This design comes from an exercise in tuning for small area on the open sky130 flow, not from production work. The RTL was checked by simulation tests, not by an equivalence proof against the original design. Power is estimated from default activity; no workload was simulated.

==> flow/design.v (excerpt) <==
module CPU(
    input logic clk,
    input logic rst,
    input logic [31:0] instruction,
    input logic [31:0] readData,
    output logic memWrite,
    output logic [31:0] aluResult,
    output logic [4:0] pc,
    output logic [31:0] rd2
);
    logic [4:0] rs1, rs2, rd;
    logic [31:0] rd1, immediate, wdata;
    logic we_reg, branch, isImm, isLoad, sub, eq, lt, taken;
    logic [2:0] f3;
    assign f3 = instruction[14:12];
    decoder decoder(
        .instruction(instruction),
        .rs1(rs1), .rs2(rs2), .rd(rd),
        .signImm(immediate)
    );
    controlUnit controlUnit(
        .instruction(instruction),
        .memWrite(memWrite), .branch(branch), .isImm(isImm),
        .we_reg(we_reg), .isLoad(isLoad), .sub(sub)
    );
    logic isImmD, regD, wsel;
    logic [31:0] alu_yn;
    drv dimm(.a(~isImm), .y(isImmD));
    drv dreg(.a(isImm), .y(regD));
    drv dws(.a(~instruction[4]), .y(wsel));
    genvar b;
    for (b = 0; b < 32; b++) begin : ym
        aoi22 u(.a1(isImmD), .a2(immediate[b]), .b1(regD), .b2(rd2[b]), .y(alu_yn[b]));
    end
    ALU ALU(
        .f3(f3),
        .arith(instruction[4]),
        .sub(sub),
        .bigShift(instruction[5] & |rd2[31:5]),
        .x(rd1), .yn(alu_yn),
        .result(aluResult), .eq(eq), .lt(lt)
    );
    assign wdata = wsel ? aluResult : readData;
    logic [31:1][31:0] register;
    logic [31:1] we, wen;
    dec5ne wdec(.a(rd), .en(we_reg), .seln(wen));
    genvar j;
    for (j = 1; j < 32; j++) begin : wd
  ...
For scale: roughly 2,800 cells after synthesis.
==> flow/config.mk <==
export PLATFORM = sky130hd
export DESIGN_NAME = CPU
export DESIGN_NICKNAME = CPU
export VERILOG_FILES = /design/flow/design.v
export SDC_FILE = /design/flow/constraint.sdc
export NUM_CORES = 4
export LEC_CHECK = 0
export CAP_MARGIN = 0
export CORE_MARGIN = 2
export CORE_UTILIZATION = 62
export SETUP_SLACK_MARGIN = 0.1
export SLEW_MARGIN = 0
export SYNTH_HIERARCHICAL = 1
==> flow/constraint.sdc <==
create_clock -name core_clock -period 15.0 [get_ports {clk}]
set_input_delay 3.0000 -clock core_clock [delete_from_list [all_inputs] [get_ports {clk}]]
set_output_delay 3.0000 -clock core_clock [all_outputs]
set_load 0.01 [all_outputs]
standard.sh (not shown) runs the stock make flow with config.mk's settings and CLKGATE_MAP_FILE= SYNTH_SCRIPT=/design/flow/synth_recipe.tcl, a recipe that flattens the netlist after the stock synthesis.
==> flow/flow/run.sh <==
#!/bin/bash
# Standard ORFS layout with three changes that only affect how much buffering
# and sizing the layout adds:
#  - combinational cells upsized by synthesis go back to their smallest size
#    before floorplanning (repair steps resize them again where needed);
#  - every port still gets a buffer, but a buf_1 instead of clkdlybuf4s50_1;
#  - clock tree: larger sink clusters, no dummy loads.
set -euo pipefail
here=$(pwd)
export PRE_FLOORPLAN_TCL=$here/flow/downsize.tcl
export BUFFER_PORTS_ARGS="-buffer_cell sky130_fd_sc_hd__buf_1"
export CTS_ARGS="-sink_clustering_enable -repair_clock_nets -dont_use_dummy_load -buf_list {sky130_fd_sc_hd__clkbuf_8 sky130_fd_sc_hd__clkbuf_16} -sink_clustering_size 25 -sink_clustering_max_diameter 80"
bash standard.sh synth > "$here/synth.log" 2>&1
bash standard.sh finish > "$here/layout.log" 2>&1
==> flow/flow/downsize.tcl <==
# Before floorplanning: map every combinational cell to the smallest cell of
# its family (same function and pins), the strongest among equal areas. The
# later repair steps upsize again wherever slew, capacitance or timing need it.
set db [ord::get_db]
set block [ord::get_db_block]
set n 0
foreach inst [$block getInsts] {
  set m [$inst getMaster]
  set name [$m getName]
  if { ![regexp {^(sky130_fd_sc_hd__([a-z0-9]+))_([0-9]+)$} $name -> fam base size] } { continue }
  if { [regexp {^(df|edf|sdf|sedf|dl|tap|conb|fill|decap|diode|buf|clk)} $base] } { continue }
  # smallest cell of the family; among equal areas the strongest
  set best ""
  set best_area [expr {[$m getWidth] * [$m getHeight]}]
  set best_size $size
  foreach s {0 1 2 3 4 6 8 12 16} {
    set c [$db findMaster ${fam}_$s]
    if { $c eq "NULL" || $c eq "" } { continue }
    set a [expr {[$c getWidth] * [$c getHeight]}]
    if { $a < $best_area || ($a == $best_area && $s > $best_size) } {
      set best $c; set best_area $a; set best_size $s
    }
  }
  if { $best ne "" } {
    $inst swapMaster $best
    incr n
  }
}
puts "downsize: swapped $n instances"
Edit:
--- a/flow/config.mk
+++ b/flow/config.mk
@@ -10,2 +10,2 @@
-export CORE_UTILIZATION = 62
-export SETUP_SLACK_MARGIN = 0.1
+export CORE_UTILIZATION = 55
+export SETUP_SLACK_MARGIN = 0.3
After rerunning: Fmax goes down by 0.71%; total power goes up by 1.3%; die area goes up by 13%; global-route usage goes down by 2.2 points.
Edit:
--- a/flow/config.mk
+++ b/flow/config.mk
@@ -10,2 +10,2 @@
-export CORE_UTILIZATION = 55
-export SETUP_SLACK_MARGIN = 0.3
+export CORE_UTILIZATION = 68
+export SETUP_SLACK_MARGIN = 0.1
Via count came out higher by 2.7%.
Worst hold slack degrades by 0.021 ns.
Global-route usage went up by 7.1 points.
Total power went down by 1.4%.
Wire length came out lower by 5.5%.
Clock power falls by about 4%.
Maximum frequency falls by 2.6%.
Edit:
--- a/flow/config.mk
+++ b/flow/config.mk
@@ -10 +10 @@
-export CORE_UTILIZATION = 68
+export CORE_UTILIZATION = 55
The new run passed the timing, DRC and antenna checks. Setup slack improves by 0.37 ns. First-iteration DRC count decreases by 11%. Wire length came out higher by 5.8%. Via count fell by 2.6%.

-- separate check: timing with driven ports --
Ports are ideal in the flow. The routed layouts listed here were re-timed in OpenROAD.
Step 1: set_driving_cell puts a clkbuf_16 on clk and a buf_2 on each other input, an assumption about the parent block.
Step 2, shift: input delay + t, output delay - t, t = (earliest + latest rising clock arrival at the registers) / 2. This alone moves slack from input paths to output paths.
Slacks: no drivers / after step 1 / after step 2; pairs: no drivers / after step 1.
run	shift t [ns]	setup slack, ns	latest minus earliest clock arrival (ns)
the first run	0.662	1.112 / 1.074 / 1.074	0.072 / 0.073
the second run	0.673	1.012 / 0.979 / 0.979	0.126 / 0.126
the third run	0.688	0.643 / 0.612 / 0.612	0.104 / 0.104
the fourth run	0.673	1.012 / 0.979 / 0.979	0.126 / 0.126
After both steps setup and hold are still met in every run listed. The setup slack of the first run, which loses most, moves by -0.038 ns with the drivers and by -0.038 ns with both steps.
